What follows belongs to an exercise in optimizing a design on an open flow for small area, a short achievable clock period and few clock cycles per item; a production flow would make more cautious choices. RTL that was checked went through simulation tests only; none was proved equivalent to the original.

== build 92 ==
==> flow/design.v (excerpt) <==
module SQRT(
	CLK, RST,
	START,
	DATA_IN,
	DATA_OUT,
	DONE
);
input			CLK, RST;
input			START;
input [15:0]	DATA_IN;
output [15:0]	DATA_OUT;
output			DONE;
reg			done_r;		 
reg [2:0]	iter;		 
reg [15:0]	X;			 
reg [15:0]	G;			 
function [8:0] DSTEP;
	input [7:0] r;
	input       b;
	input [7:0] d;
	reg   [9:0] t;
	begin
		t = {1'b0, r, b} - {2'b00, d};
		if (t[9])
			DSTEP = {1'b0, r[6:0], b};
		else
			DSTEP = {1'b1, t[7:0]};
	end
endfunction
function [15:0] DIV;
	input [15:0] x;
	input [7:0]  d;
	reg   [7:0]  r;
	reg   [8:0]  s;
	integer      i;
	begin
		r = 8'd0;
		for (i = 15; i >= 0; i = i - 1) begin
			s = DSTEP(r, x[i], d);
			DIV[i] = s[8];
			r = s[7:0];
		end
	end
endfunction
wire [15:0]	quo  = DIV(X, G[15:8]);
wire [15:0]	sum  = G + quo;
wire [15:0]	g0   = 16'h0038 + 16'd14 * {4'b0000, DATA_IN[15:4]};
always @(posedge CLK or posedge RST) begin
	if (RST)
		done_r <= 1'b1;
	else if (done_r)
		done_r <= ~START;
	else if (iter == 3'd4)
		done_r <= 1'b1;
end
always @(posedge CLK) begin
	if (done_r) begin
		if (START) begin
			X    <= DATA_IN;
			G    <= g0;
			iter <= 3'd0;
		end
	end else begin
		G    <= {1'b0, sum[15:1]};
		iter <= iter + 3'd1;
	end
end
assign DONE     = done_r;
assign DATA_OUT = G;
endmodule
Size: ~1300 cells after synthesis, ~36 flip-flops, about 36 I/O pins, ~0.0091 mm^2 of cells after synthesis.
Settings: LEC_CHECK=0, ABC_AREA=1, CAP_MARGIN=20, CORE_MARGIN=2, CORE_UTILIZATION=40, SLEW_MARGIN=20; clock period 34.0 ns.
run.sh (not shown) runs the stock make flow with config.mk's settings and CLKGATE_MAP_FILE= SYNTH_SCRIPT=/design/flow/synth_recipe.tcl, a recipe that flattens the netlist after the stock synthesis.
> inputs changed (build 92 -> build 5)
- ABC_AREA no longer set, was 1
Notes after the runs:
Looking at critical path startpoint, the G[8]$_DFFE_PP_ result is from build 5; the G[10]$_DFFE_PP_ one comes from build 92.
All of build 92 and build 5 finish clean.
Measured against build 92, the final area of build 5 comes out at 1.2 times the reference value.
The met3 capacity usage during global routing reported for build 5 is greater than that of build 92 by 0.32 points.
Delta (build 5 minus build 92): number of vias in the routed layout increased 9.1%; wire length increased 22%.
Compared with build 92, in build 5 final critical path time including I/O delays and setup went up by 2870 ps; clock latency at the later pin of the worst-skew pair comparable; share of the cycle needed by the critical path after routing increased by 8.4 points relative to the old numbers.
Function was not checked in any run of this note: the RTL went through the layout flow alone.

* * *

Another version of the RTL of SQRT (not shown whole).
Size in the first run: about 810 cells after synthesis, about 59 flip-flops.
Settings: LEC_CHECK=0, ABC_AREA=1, CAP_MARGIN=20, CORE_MARGIN=2, CORE_UTILIZATION=40, SLEW_MARGIN=20; clock period 34.0 ns.
Next try:
==> flow/flow/run.sh (new file) <==
#!/bin/bash
# Standard layout, with repair_timing aiming for 26 ns of setup slack
# (the clock period and constraints are the design's own).
set -euo pipefail
bash standard.sh SETUP_SLACK_MARGIN=26 finish > make_finish.log 2>&1
==> flow/standard.sh (new file) <==
#!/bin/bash
# synth_recipe.tcl (not shown) runs the flow's synth.tcl, then flattens the netlist and writes it again
# the make line also repeats each setting of config.mk as NAME=value (left out here)
make -C /OpenROAD-flow-scripts/flow DESIGN_CONFIG=/design/flow/config.mk WORK_HOME=/design/flow/orfs CLKGATE_MAP_FILE= SYNTH_SCRIPT=/design/flow/synth_recipe.tcl "${@:-finish}"
removed: flow/run.sh
Outcome:
- The new run completed without violations
- die area stays the same
- utilization climbs by 9.2 points
Next try:
==> flow/flow/run.sh (replaced) <==
#!/bin/bash
# Standard layout, with repair_timing aiming for 25 ns of setup slack
# (the clock period and constraints are the design's own).
set -euo pipefail
bash standard.sh SETUP_SLACK_MARGIN=25 finish > make_finish.log 2>&1
What happened: The new run completed with no timing, DRC or antenna violations; routed wire length came out lower by 12%; setup slack loses 0.25 ns; sequential share of layout area came out higher by 2.9 points; via count came out lower by 6.7%; synthesized area is unchanged; utilization came out lower by 7.5 points; cell count came out lower by 6.1%; cell area came out lower by 13%.
No run of this note included a check of the RTL's function; only the layout flow was run.

* * *

SQRT, a different RTL version from the one above (not shown whole).
Size in the first run: about 590 cells after synthesis, about 59 flip-flops, about 36 I/O pins.
// SQRT
module SQRT(
	CLK, RST,
	START,
	DATA_IN,
	DATA_OUT,
	DONE
);
export LEC_CHECK = 0
export ABC_AREA = 0
export CAP_MARGIN = 20
export CORE_MARGIN = 2
export CORE_UTILIZATION = 40
export CTS_BUF_LIST = sky130_fd_sc_hd__clkbuf_4 sky130_fd_sc_hd__clkbuf_8
export CTS_CLUSTER_SIZE = 30
export SLEW_MARGIN = 20
create_clock -name core_clock -period 34.0 [get_ports {CLK}]
standard.sh (not shown) runs the stock make flow with config.mk's settings and CLKGATE_MAP_FILE= SYNTH_SCRIPT=/design/flow/synth_recipe.tcl, a recipe that flattens the netlist after the stock synthesis.
==> flow/flow/run.sh <==
#!/bin/bash
set -euo pipefail
bash standard.sh SETUP_SLACK_MARGIN=25 "BUFFER_PORTS_ARGS=-buffer_cell sky130_fd_sc_hd__buf_2" finish > make_finish.log 2>&1
Testbench counts at the start, summed over its fixed seeds: cycles 32,821, items 2,048.
Edit:
==> flow/flow/run.sh (replaced) <==
#!/bin/bash
# Standard layout, with repair_timing aiming for 25.5 ns of setup slack
# (the clock period and constraints are the design's own).
set -euo pipefail
bash standard.sh SETUP_SLACK_MARGIN=25.5 finish > make_finish.log 2>&1
- ABC_AREA: 0 -> 1
- CTS_BUF_LIST: sky130_fd_sc_hd__clkbuf_4 sky130_fd_sc_hd__clkbuf_8 -> default
- CTS_CLUSTER_SIZE: 30 -> default
After rerunning: The new run went through all stages and came out clean. Non-clock buffer count fell by 47. Worst hold slack loses 0.024 ns. Count of clock-buffer cells in the layout drops by 1.
Edit:
==> flow/flow/run.sh (replaced) <==
#!/bin/bash
set -euo pipefail
bash standard.sh SETUP_SLACK_MARGIN=25 "BUFFER_PORTS_ARGS=-buffer_cell sky130_fd_sc_hd__buf_2" finish > make_finish.log 2>&1
The new run finished clean. Cell area falls by 10%. Non-clock buffer count shrinks by 19. Routed wire length came out lower by 7.4%. Setup slack degrades by 0.20 ns. Critical path depth rises by 14. Utilization drops by 5.2 points.
Edit:
==> flow/flow/run.sh (replaced) <==
#!/bin/bash
set -euo pipefail
bash standard.sh SETUP_SLACK_MARGIN=24.5 "BUFFER_PORTS_ARGS=-buffer_cell sky130_fd_sc_hd__buf_2" finish > make_finish.log 2>&1
- CTS_BUF_LIST: default -> sky130_fd_sc_hd__clkbuf_4 sky130_fd_sc_hd__clkbuf_8
- CTS_CLUSTER_SIZE: default -> 30
The new run finished with timing, DRC and antenna clean.
Worst setup slack is worse by 0.12 ns.
Count of clock-buffer cells in the layout does not change.
Sequential share of layout area climbs by 0.86 points.
Fmax drops by 1.4%.
Wire length drops by 1.7%.

* * *

The RTL this note starts from:
==> flow/design.v <==
module SQRT(
	CLK, RST,
	START,
	DATA_IN,
	DATA_OUT,
	DONE
);
input			CLK, RST;
input			START;
input [15:0]	DATA_IN;
output [15:0]	DATA_OUT;
output			DONE;
reg			done_r;		 
reg			init_r;		 
reg [2:0]	iter;		 
reg			first;		 
reg [1:0]	nib;		 
reg [15:0]	X;			 
reg [15:0]	G;			 
reg [11:0]	A;			 
reg [7:0]	R;			 
function [8:0] DSTEP;
	input [7:0] r;
	input       b;
	input [7:0] d;
	reg   [9:0] t;
	begin
		t = {1'b0, r, b} - {2'b00, d};
		if (t[9])
			DSTEP = {1'b0, r[6:0], b};
		else
			DSTEP = {1'b1, t[7:0]};
	end
endfunction
wire [7:0]	gi    = G[15:8];
wire		last  = (nib == 2'd3);
reg [3:0]	xb;
always @(*) begin
	case (nib)
	2'd0: xb = X[15:12];
	2'd1: xb = X[11:8];
	2'd2: xb = X[7:4];
	default: xb = X[3:0];
	endcase
end
wire [7:0]	r0 = first ? (nib[0] ? {4'b0000, X[15:12]} : 8'd0) : R;
wire [8:0]	s3 = DSTEP(r0,       xb[3], gi);
wire [8:0]	s2 = DSTEP(s3[7:0],  xb[2], gi);
wire [8:0]	s1 = DSTEP(s2[7:0],  xb[1], gi);
wire [8:0]	s0 = DSTEP(s1[7:0],  xb[0], gi);
wire [3:0]	qn = {s3[8], s2[8], s1[8], s0[8]};
reg [3:0]	gb;
always @(*) begin
	case (nib)
	2'd0: gb = G[15:12];
	2'd1: gb = G[11:8];
	2'd2: gb = G[7:4];
	default: gb = G[3:0];
	endcase
end
wire [11:0]	ain = first ? {8'd0, nib[0] ? G[15:12] : 4'd0} : A;
wire [11:0]	hi0 = ain;
wire [11:0]	hi1 = ain + 12'd1;
wire [4:0]	lo  = {1'b0, gb} + {1'b0, qn};
wire [15:0]	sum = {lo[4] ? hi1 : hi0, lo[3:0]};
function SKIPS;
	input [11:0] h;		 
	input [3:0]  xt;	 
	begin
		SKIPS = (|h[11:9]) | (xt < h[8:5]);
	end
endfunction
wire		sk0 = SKIPS(hi0, X[15:12]);
wire		sk1 = SKIPS(hi1, X[15:12]);
wire		skn = lo[4] ? sk1 : sk0;
wire [15:0]	ea  = {X[15:4], 4'b0000};
wire [15:0]	eb  = ~{3'b000, X[15:4], 1'b0};
wire [15:0]	ek  = 16'h0038;
wire [15:0]	ex  = ea ^ eb ^ ek;
wire [15:0]	ec  = (ea & eb) | (ek & (ea ^ eb));
wire [15:0]	ey  = {ec[14:0], 1'b1};
reg  [15:0]	g0;
reg  [16:0]	gc;
integer		j;
always @(*) begin
	gc[0] = 1'b0;
	for (j = 0; j < 16; j = j + 1) begin
		g0[j]   = ex[j] ^ ey[j] ^ gc[j];
		gc[j+1] = (ex[j] & ey[j]) | (gc[j] & (ex[j] ^ ey[j]));
	end
end
wire		take = done_r & START;
wire		sk_in = |X[15:8] | (&X[7:4]);
always @(posedge CLK or posedge RST) begin
	if (RST)
		init_r <= 1'b0;
	else
		init_r <= take;
end
always @(posedge CLK or posedge RST) begin
	if (RST)
		done_r <= 1'b1;
	else if (done_r)
		done_r <= ~START;
	else if (!init_r && last && iter == 3'd4)
		done_r <= 1'b1;
end
always @(posedge CLK) begin
	R   <= s0[7:0];
	A   <= sum[11:0];
end
always @(posedge CLK) begin
	if (take)
		X     <= DATA_IN;
	if (init_r) begin
		G     <= g0;
		iter  <= 3'd0;
		first <= 1'b1;
		nib   <= {1'b0, sk_in};
	end else if (!done_r) begin
		if (last) begin
			G     <= {1'b0, sum[15:1]};
			iter  <= iter + 3'd1;
			first <= 1'b1;
			nib   <= {1'b0, skn};
		end else begin
			first <= 1'b0;
			nib   <= nib + 2'd1;
		end
	end
end
assign DONE     = done_r;
assign DATA_OUT = G;
endmodule
Settings: LEC_CHECK=0, ABC_AREA=1, CAP_MARGIN=20, CORE_MARGIN=2, CORE_UTILIZATION=40, CTS_BUF_LIST=sky130_fd_sc_hd__clkbuf_4, SLEW_MARGIN=20; clock period 34.0 ns.
==> flow/flow/run.sh <==
#!/bin/bash
set -euo pipefail
bash standard.sh SETUP_SLACK_MARGIN=25.75 "BUFFER_PORTS_ARGS=-buffer_cell sky130_fd_sc_hd__buf_2" finish > make_finish.log 2>&1
Testbench counts at the start, summed over its fixed seeds: cycles 34,869, items 2,048.
Next try:
==> flow/flow/run.sh (replaced) <==
#!/bin/bash
set -euo pipefail
bash standard.sh SETUP_SLACK_MARGIN=25.5 "BUFFER_PORTS_ARGS=-buffer_cell sky130_fd_sc_hd__buf_2" finish > make_finish.log 2>&1
Outcome: The changed run completed with no timing, DRC or antenna violations. Cell area went down by a few percent. Global-route usage stays the same. Synthesized cell count is unchanged. Die area does not change. Hold slack stays flat. Wire length came out lower by a few percent.
Next try:
==> flow/flow/run.sh (replaced) <==
#!/bin/bash
set -euo pipefail
bash standard.sh SETUP_SLACK_MARGIN=25 "BUFFER_PORTS_ARGS=-buffer_cell sky130_fd_sc_hd__buf_2" finish > make_finish.log 2>&1
CTS_BUF_LIST = sky130_fd_sc_hd__clkbuf_4 sky130_fd_sc_hd__clkbuf_8   (was sky130_fd_sc_hd__clkbuf_4)
CTS_CLUSTER_SIZE = 30   (was unset)
Outcome:
- The new run finished with timing, DRC and antenna clean
- global-route usage stays flat
- final cell count stays flat
- via count hardly moves
- register-to-register slack is worse by 0.47 ns
- clock-buffer cell count rises by 1
- sequential share of layout area stays flat
- design area stays flat
- worst setup slack degrades by 0.36 ns

* * *

run A:
Starts from the design.v that is shown in full above.
clock: 34.0 ns
lec_check: 0
abc_area: 1
cap_margin: 20
core_margin: 2
core_utilization: 40
cts_buf_list: sky130_fd_sc_hd__clkbuf_4
slew_margin: 20
==> flow/flow/run.sh <==
#!/bin/bash
set -euo pipefail
bash standard.sh SETUP_SLACK_MARGIN=25.4 "BUFFER_PORTS_ARGS=-buffer_cell sky130_fd_sc_hd__buf_2" finish > make_finish.log 2>&1
No stage failed in run A, and the final checks on the layout all came back clean.
Testbench counts of run A, summed over its fixed seeds: cycles 34,869, items 2,048.
The following lists how run B was set up differently from run A:
- swapping 40 for 65 in CORE_UTILIZATION
==> flow/flow/run.sh <==
#!/bin/bash
set -euo pipefail
bash standard.sh SETUP_SLACK_MARGIN=25.5 "BUFFER_PORTS_ARGS=-buffer_cell sky130_fd_sc_hd__buf_2" finish > make_finish.log 2>&1
[summary]
Taking run A as the reference, in run B critical path depth fell by 44; worst clock skew rose by 3.1 ps; routed via count rose by about 2.1%.
[run B vs run A] setup slack: lower in run B
Met3 wire length: run B > run A
Relative to run A, clock tree cell share of total cell area has decreased by 0.23 points in run B.
| global-route wire length before repair | run B vs run A | better |
Run B reached the final stage; the timing, DRC and antenna checks on its layout passed.
Total of cells resized after clock tree synthesis: run B < run A
Summed area of non-filler cells in the final layout shrinks slightly when moving from run A to run B.
> inputs changed (run B -> run C)
- GPL_TIMING_DRIVEN now 1, previously not set
- CORE_UTILIZATION now 40, was 65
Findings:
- Run C ran to completion and came out clean on the timing, DRC and antenna checks.
- For run B, the capturing element of the worst setup path was DATA_OUT[9], unlike run C, where it was DONE.
- Looking at sequential share of layout area, run C sits 0.36 points below run B.
- The wire length of the first global-routing pass reported for run C is greater than that of run B by about 5%.
- Going from run B to run C, total number of vias now smaller, number of buffers inserted during clock tree synthesis comparable, largest fanout on the critical path now larger, fmax now larger.
- For the average routed wire per standard cell, run C came in 3.4% lower than run B did.
- After detailed routing, run B needs less wire than run C.
- Clock latency on the worst-skew pair, run C and run B: smaller value in run C
Here is what was changed in the inputs of run D compared with run C.
- GPL_TIMING_DRIVEN: 1 -> unset
==> flow/flow/run.sh <==
#!/bin/bash
set -euo pipefail
bash standard.sh SETUP_SLACK_MARGIN=25.25 "BUFFER_PORTS_ARGS=-buffer_cell sky130_fd_sc_hd__buf_2" finish > make_finish.log 2>&1
Notes after the runs:
Area growth from synthesis to final layout for run D is lower than for run C.
Run C ended up with DONE as its critical path endpoint; run D ended up with G[9]$_DFFE_PP_.
Total routing usage reported by global routing: run D vs run C — no meaningful difference
Relative to run C, post-route cell area has gone down in run D.
As far as initial antenna violation count goes, run D and run C are indistinguishable; the numbers are identical.
Against run C, number of ordinary and repair buffers in the finished layout in run D rose by a few percent.

* * *

SQRT with an RTL version that a note above also has.
Size in the first run: ~59 flip-flops, ~36 I/O pins, about 5800 sq um of cells after synthesis.
export LEC_CHECK = 0
export ABC_AREA = 1
export CAP_MARGIN = 20
export CORE_MARGIN = 2
export CORE_UTILIZATION = 40
export SLEW_MARGIN = 20
create_clock -name core_clock -period 34.0 [get_ports {CLK}]
==> flow/flow/run.sh <==
#!/bin/bash
set -euo pipefail
bash standard.sh SETUP_SLACK_MARGIN=25.5 "BUFFER_PORTS_ARGS=-buffer_cell sky130_fd_sc_hd__buf_2" finish > make_finish.log 2>&1
Testbench counts at the start, summed over its fixed seeds: cycles 32,821, items 2,048.
Change:
==> flow/flow/run.sh (replaced) <==
#!/bin/bash
set -euo pipefail
bash standard.sh SETUP_SLACK_MARGIN=25 "BUFFER_PORTS_ARGS=-buffer_cell sky130_fd_sc_hd__buf_2" finish > make_finish.log 2>&1
- CTS_BUF_LIST: not set -> sky130_fd_sc_hd__clkbuf_4 sky130_fd_sc_hd__clkbuf_8
- CTS_CLUSTER_SIZE: not set -> 30
=> The new run produced a clean layout. Global-route usage came out lower by 0.47 points. Worst setup slack gets worse by 290 ps. Cell count came out lower by about 1.6%. Die area stays the same. Routed wire length came out lower by 5.1%. Via count came out lower by about 4%. Clock skew came out higher by 7.2 ps. Fmax came out lower by 3.3%.
Change:
==> flow/flow/run.sh (replaced) <==
#!/bin/bash
# Standard layout, with repair_timing aiming for 25 ns of setup slack
# (the clock period and constraints are the design's own).
set -euo pipefail
bash standard.sh SETUP_SLACK_MARGIN=25 finish > make_finish.log 2>&1
- CTS_BUF_LIST: sky130_fd_sc_hd__clkbuf_4 sky130_fd_sc_hd__clkbuf_8 -> not set
- CTS_CLUSTER_SIZE: 30 -> not set
The changed run completed without violations.
First-iteration DRC count shrinks by 7.2%.
Setup slack gets worse by 110 ps.
Count of clock-buffer cells in the layout shrinks by 1.
Cell count grows by 0.38%.
Flip-flop and latch count does not change.

-- what the ideal ports hide --
How much do the figures lean on ideal ports? The routed layouts below were timed once more, with nothing changed but the port constraints.
Step 1 assumes that a clkbuf_16 drives the clock port and a buf_2 every other input.
Step 2, shift: input delay + t, output delay - t, t = (earliest + latest rising clock arrival at the registers) / 2. This alone moves slack from input paths to output paths.
a / b / c = ideal ports / drivers / drivers and shift; a / b = the first two.
| run | shift t [ns] | setup slack, ns | worst setup path after step 2 | worst data-port slew with drivers (ns) | cell pins on the clock port's net |
|---|---|---|---|---|---|
| build 92 | 0.312 | 3.691 / 3.691 / 3.691 | register to register | 0.04 | 1 |
| build 5 | 0.312 | 0.823 / 0.823 / 0.823 | register to register | 0.03 | 1 |
| the first run of note 2 | 0.361 | 24.225 / 24.225 / 24.179 | input to register | 0.04 | 1 |
| the second run of note 2 | 0.366 | 25.388 / 25.367 / 25.001 | input to register | 0.06 | 1 |
| the third run of note 2 | 0.363 | 25.142 / 25.157 / 24.794 | input to register | 0.04 | 1 |
| the first run of note 3 | 0.371 | 24.642 / 24.642 / 24.628 | input to register | 0.04 | 1 |
| the second run of note 3 | 0.363 | 25.485 / 25.448 / 25.261 | input to register | 0.03 | 1 |
| the third run of note 3 | 0.363 | 25.282 / 25.294 / 24.931 | input to register | 0.03 | 1 |
| the fourth run of note 3 | 0.369 | 25.158 / 25.164 / 24.795 | input to register | 0.03 | 1 |
| the first run of note 4 | 0.425 | 26.011 / 25.984 / 26.214 | input to register | 0.04 | 1 |
| the second run of note 4 | 0.422 | 26.021 / 25.994 / 26.125 | register to register | 0.04 | 1 |
| the third run of note 4 | 0.373 | 25.659 / 25.659 / 25.659 | register to register | 0.04 | 1 |
| run A | 0.424 | 25.987 / 25.987 / 25.987 | register to register | 0.04 | 1 |
| run B | 0.456 | 25.970 / 25.939 / 26.095 | register to register | 0.04 | 1 |
| run C | 0.422 | 26.021 / 25.994 / 26.125 | register to register | 0.04 | 1 |
| run D | 0.425 | 25.951 / 25.951 / 25.951 | register to register | 0.04 | 1 |
| the first run of note 6 | 0.368 | 25.582 / 25.601 / 25.233 | input to register | 0.04 | 1 |
| the second run of note 6 | 0.372 | 25.292 / 25.298 / 24.925 | input to register | 0.03 | 1 |
| the third run of note 6 | 0.363 | 25.184 / 25.196 / 24.833 | input to register | 0.03 | 1 |
After both steps every run listed still meets setup and hold. The setup slack of the second run of note 2, which loses most, moves by -0.021 ns with the drivers and by -0.387 ns with both steps.
